Context: an optimization exercise on an open-source flow, tuned for small area and a short achievable clock period. The choices shown serve that exercise and are no tape-out recipe.
Where RTL was checked, it was by simulation tests only, not by an equivalence proof against the original.
Power figures rest on the tool's default switching activity, not on a simulated workload.

Setup of run a:
Design ecliptic_top, start of the top module:
module ecliptic_top
  (
   input wire          clk,
   input wire          nrst,
   input wire [31:0]   src1,
   input wire [31:0]   src2,
   input wire          bop_req,
   input wire [1:0]    bop_op,
   output logic [31:0] bop_res,
   output logic        bop_ack,
   input wire          cls_req,
   output logic [9:0]  cls_res,
   output logic        cls_ack,
   input wire          cmp_req,
   input wire [2:0]    cmp_op,
   output logic [31:0] cmp_res,
   output logic        cmp_invalid,
   output logic        cmp_ack,
   input wire          cvtw_req,
   input wire [1:0]    cvtw_rm,
   input wire          cvtw_unsigned,
   output logic [31:0] cvtw_res,
   output logic        cvtw_invalid,
   output logic        cvtw_inexact,
   output logic        cvtw_ack,
   input wire          cvts_req,
   input wire [1:0]    cvts_rm,
   input wire          cvts_unsigned,
   output logic [31:0] cvts_res,
   output logic        cvts_inexact,
   output logic        cvts_ack
   );
  logic bop_sign;
  always_comb begin
    case (bop_op)
      2'b00: bop_sign = src2[31];
      2'b01: bop_sign = ~src2[31];
      2'b10: bop_sign = src1[31] ^ src2[31];
      default: bop_sign = src1[31];
    endcase
  end
  always_ff @(posedge clk) begin
    if (~nrst | ~bop_req) begin
      bop_res <= '0;
      bop_ack <= '0;
    end else begin
  ...
clock: 7.5 ns
lec_check: 0
abc_area: 1
cap_margin: 20
core_margin: 2
core_utilization: 60
cts_buf_list: sky130_fd_sc_hd__clkbuf_8
setup_slack_margin: 3.6
slew_margin: 20
synth_hierarchical: 1
standard.sh (not shown) runs the stock make flow with config.mk's settings and CLKGATE_MAP_FILE= SYNTH_SCRIPT=/design/flow/synth_recipe.tcl, a recipe that flattens the netlist after the stock synthesis.
==> flow/flow/run.sh <==
#!/bin/bash
# Standard ORFS layout, with plain buf_1 cells as the port buffers
# instead of the default clkdlybuf4s50_1 delay cells.
set -euo pipefail
export BUFFER_PORTS_ARGS="-buffer_cell sky130_fd_sc_hd__buf_1"
bash standard.sh > standard.log 2>&1
Edits applied to the flow inputs when going from run a to run b:
- CAP_MARGIN now 5, was 20
- CORE_UTILIZATION now 40, was 60
- SLEW_MARGIN now 5, was 20
- Run b completed end to end with timing, DRC and antenna clean.
- Between run a and run b, area of all placed cells without fillers increased.
- Compared with run a, run b shows pre-CTS worst setup slack higher by 0.12 ns.
- Min die boundary height across run a and run b: run a
- Comparing run a and run b, the higher sequential power share is on run a.
- When run b is set beside run a, its worst hold slack turns out to be 0.035 ns smaller.
- Going from run a to run b, clock sink count has remained practically unchanged, first-pass GRT wire length went up by about 10%, clock input transition at the sequential cells of the worst setup and hold paths ~0 delta.
- Lower tightest slew margin relative to the limit among run a and run b: run b
- The initial DRC count in run b was lower than what run a gave.
- The fmax in run b sits 3.8 MHz above the value recorded for run a.
No functional check of the RTL was part of any run of this note.

Setup of v2:
Another version of the RTL of ecliptic_top (not shown whole).
Size: roughly 230 I/O pins, roughly 0.011 mm2 of cells after synthesis.
clock: 7.5 ns
lec_check: 0
abc_area: 1
cap_margin: 20
core_margin: 2
core_utilization: 40
cts_buf_list: sky130_fd_sc_hd__clkbuf_8
gpl_routability_driven: 0
gpl_timing_driven: 0
place_density: 0.8
setup_slack_margin: 3.6
slew_margin: 20
synth_hierarchical: 1
tns_end_percent: 20
Scripts as last shown in full above: flow/flow/run.sh
v2 was carried through to the last stage, and its layout satisfied the timing, design-rule and antenna checks.
Inputs modified between v2 and v8:
Settings: a deleted PLACE_DENSITY that had been 0.8; a change of CORE_UTILIZATION from 40 to 50.
Notes after the runs:
- v2 → v8: die boundary width lost about 10%, total power moved up.
- Global-route usage: v8 higher than v2
- Compared with v2, non-clock buffer count in v8 increased by a few percent.
- Post-cts resize count sits higher in v8 than in v2.
- | fraction of the cycle the final worst path needs | v8 vs v2 | ≈ equal |
Here is what was changed in the inputs of v44 compared with v8.
Settings: CORE_UTILIZATION changed from 50 to 40; TNS_END_PERCENT removed (was 20).
==> flow/flow/run.sh <==
#!/bin/bash
# Standard ORFS layout, with plain buf_1 cells as the port buffers
# instead of the default clkdlybuf4s50_1 delay cells, and the buffers
# that synthesis (ABC) inserted removed at floorplan.
set -euo pipefail
export BUFFER_PORTS_ARGS="-buffer_cell sky130_fd_sc_hd__buf_1"
export REMOVE_ABC_BUFFERS=1
bash standard.sh > standard.log 2>&1
Findings:
The flow did not stop early for v8: all stages ran, and the layout cleared the timing, design-rule and antenna checks. v44: flow completed, timing, DRC and antenna clean. Going from v8 to v44, cell area power density saw a decrease; post-detailed-placement half-perimeter wirelength went down; core utilization went down; clock net sink count about even; effective utilization at floorplan saw a decrease. Comparing v44 and v8, the higher count of non-filler cells in the finished layout was measured on v44. Diff v44 and v8: register share of the cell area lower in v44. Worst setup path endpoint: cvts_mag[21]$_SDFF_PN0_ -> v44, cvts_cin$_SDFF_PN0_ -> v8. v44 does worse than v8 on wire length of the first global-routing pass.
Modified inputs, v9 compared to v44
Settings: GPL_ROUTABILITY_DRIVEN: 0 -> unset.
==> flow/flow/run.sh <==
#!/bin/bash
# Standard ORFS layout, with plain buf_1 cells as the port buffers
# instead of the default clkdlybuf4s50_1 delay cells.
set -euo pipefail
export BUFFER_PORTS_ARGS="-buffer_cell sky130_fd_sc_hd__buf_1"
bash standard.sh > standard.log 2>&1
==> comparison <==
- Diff v9 and v44: multi-input gate area in the final layout higher in v44
- Going from v44 to v9, power density over the cells was more or less identical, clock group share of total power down 2.4 points.

ecliptic_top, a different RTL version from the one above (not shown whole).
For scale: about 140 flip-flops, about 230 I/O pins.
export LEC_CHECK = 0
export ABC_AREA = 1
export CAP_MARGIN = 20
export CORE_MARGIN = 2
export CORE_UTILIZATION = 40
export CTS_BUF_LIST = sky130_fd_sc_hd__clkbuf_8
export GPL_ROUTABILITY_DRIVEN = 0
export GPL_TIMING_DRIVEN = 0
export SETUP_SLACK_MARGIN = 3.7
export SLEW_MARGIN = 20
export SYNTH_HIERARCHICAL = 1
export TNS_END_PERCENT = 10
create_clock -name core_clock -period 7.5 [get_ports {clk}]
==> flow/flow/run.sh <==
#!/bin/bash
# Standard ORFS layout, with plain buf_1 cells as the port buffers
# instead of the default clkdlybuf4s50_1 delay cells.
set -euo pipefail
export BUFFER_PORTS_ARGS="-buffer_cell sky130_fd_sc_hd__buf_1"
bash standard.sh > standard.log 2>&1
==> next run, changes <==
SETUP_SLACK_MARGIN = 3.8   (was 3.7)
TNS_END_PERCENT = 20   (was 10)
The new run passed the timing, design-rule and antenna checks.
Total power increases by 2.5%.
Die area stays the same.
Global-route usage is higher by 0.10 points.
Sequential power stays flat.
Count of clock-buffer cells in the layout stays the same.
Cell area went up by 5.6%.
Fmax goes up by 1.3%.
Clock power stays flat.
Flip-flop and latch count is unchanged.
Cell count is higher by 1.5%.
==> next run, changes <==
SETUP_SLACK_MARGIN = 3.7   (was 3.8)
Outcome: The changed run passed the timing, design-rule and antenna checks. Sequential power is about the same. Global-route usage came out lower by 0.10 points. Worst setup slack is worse by 0.035 ns. Clock-buffer cell count does not change. Area after synthesis does not change. Die area does not change. Synthesized cell count is unchanged. Power fell by a few percent. Routed wire length is lower slightly.

ecliptic_top with an RTL version that a note above also has.
For scale: roughly 1900 cells after synthesis, ~230 I/O pins, ~11000 um2 of cells after synthesis.
// ecliptic_top
module ecliptic_top
  (
   input wire          clk,
   input wire          nrst,
   input wire [31:0]   src1,
   input wire [31:0]   src2,
   input wire          bop_req,
   input wire [1:0]    bop_op,
   output logic [31:0] bop_res,
   output logic        bop_ack,
   input wire          cls_req,
   output logic [9:0]  cls_res,
   output logic        cls_ack,
   input wire          cmp_req,
   input wire [2:0]    cmp_op,
   output logic [31:0] cmp_res,
   output logic        cmp_invalid,
   output logic        cmp_ack,
   input wire          cvtw_req,
   input wire [1:0]    cvtw_rm,
   input wire          cvtw_unsigned,
   output logic [31:0] cvtw_res,
   output logic        cvtw_invalid,
   output logic        cvtw_inexact,
   output logic        cvtw_ack,
   input wire          cvts_req,
   input wire [1:0]    cvts_rm,
   input wire          cvts_unsigned,
   output logic [31:0] cvts_res,
   output logic        cvts_inexact,
   output logic        cvts_ack
   );
  logic bop_sign;
  always_comb begin
    case (bop_op)
      2'b00: bop_sign = src2[31];
      2'b01: bop_sign = ~src2[31];
      2'b10: bop_sign = src1[31] ^ src2[31];
      default: bop_sign = src1[31];
    endcase
  end
  always_ff @(posedge clk) begin
    if (~nrst | ~bop_req) begin
      bop_res <= '0;
      bop_ack <= '0;
    end else begin
      bop_res <= {bop_sign, src1[30:0]};
      bop_ack <= 1'b1;
    end
  end
  logic [2:0] cls_kind_n, cls_kind;
  logic       cls_sg;
  always_comb begin
    if (~|src1[30:23]) cls_kind_n = (~|src1[22:0]) ? 3'd1 : 3'd2;    
  ...
clock: 7.5 ns
lec_check: 0
abc_area: 1
cap_margin: 20
core_margin: 2
core_utilization: 40
cts_buf_list: sky130_fd_sc_hd__clkbuf_8
cts_cluster_size: 30
setup_slack_margin: 3.6
slew_margin: 20
synth_hierarchical: 1
Scripts as last shown in full above: flow/flow/run.sh
Edit:
- CTS_CLUSTER_SIZE: 30 -> default
- GPL_ROUTABILITY_DRIVEN: default -> 0
- GPL_TIMING_DRIVEN: default -> 0
- TNS_END_PERCENT: default -> 5
The changed run went through all stages and came out clean. Count of clock-buffer cells in the layout decreases by 1. Cell area decreases by a few percent. Power decreases by a little under a tenth. Worst hold slack hardly moves. Global-route usage increases by 0.62 points. Wire length decreases slightly. Synthesized area stays the same.
Edit:
- TNS_END_PERCENT: 5 -> 20
Effect:
- via count hardly moves
- non-clock buffer count grows by 8
- wire length hardly moves
- setup slack is better by 0.079 ns
- clock power hardly moves
- sequential power stays flat
- total power barely changes
- first-iteration DRC count climbs by 4.8%
- area after synthesis does not change
- maximum frequency rises by 2.1%
- design area rose by 0.85%
Edit:
- GPL_ROUTABILITY_DRIVEN: 0 -> default
- SETUP_SLACK_MARGIN: 3.6 -> 3.8
- TNS_END_PERCENT: 20 -> default
Outcome: The changed run completed with no timing, DRC or antenna violations; final cell count came out higher slightly; clock power came out lower by a few percent; area after synthesis stays the same; non-clock buffer count came out higher by 47; wire length came out higher by a little under a tenth; global-route usage came out higher by 1.5 points.

## what the ideal ports hide
In the flow no input, the clock included, has a driving cell. The finished layouts below were timed again as built, in two steps.
Step 1, drivers: a clkbuf_16 drives clk and a buf_2 each remaining input, both assumed.
Step 2, shift: input delay + t, output delay - t, t = (earliest + latest rising clock arrival at the registers) / 2. This alone moves slack from input paths to output paths.
a / b / c = ideal / step 1 / step 2; a / b = the first two.
run | shift t [ns] | setup WS [ns] | worst setup path at the end | latest minus earliest clock arrival (ns)
run a | 0.524 | 3.628 / 3.623 / 3.099 | input to register | 0.018 / 0.017
run b | 0.534 | 3.684 / 3.715 / 3.181 | input to register | 0.016 / 0.015
v2 | 0.530 | 3.640 / 3.615 / 3.085 | input to register | 0.024 / 0.023
v8 | 0.499 | 3.638 / 3.659 / 3.159 | input to register | 0.019 / 0.019
v44 | 0.522 | 3.626 / 3.599 / 3.076 | input to register | 0.017 / 0.017
v9 | 0.530 | 3.682 / 3.667 / 3.163 | input to register | 0.021 / 0.021
the first run of note 3 | 0.514 | 3.707 / 3.702 / 3.188 | input to register | 0.021 / 0.022
the second run of note 3 | 0.522 | 3.756 / 3.708 / 3.236 | input to register | 0.022 / 0.022
the third run of note 3 | 0.516 | 3.721 / 3.703 / 3.189 | input to register | 0.021 / 0.021
the first run of note 4 | 0.503 | 3.617 / 3.623 / 3.120 | input to register | 0.018 / 0.018
the second run of note 4 | 0.512 | 3.647 / 3.659 / 3.147 | input to register | 0.016 / 0.017
the third run of note 4 | 0.513 | 3.727 / 3.678 / 3.220 | input to register | 0.018 / 0.018
the fourth run of note 4 | 0.533 | 3.794 / 3.752 / 3.219 | input to register | 0.021 / 0.020
After both steps every run listed still meets setup and hold. For the fourth run of note 4, which loses most, drivers alone change the setup slack by -0.042 ns; drivers and shift together by -0.575 ns.
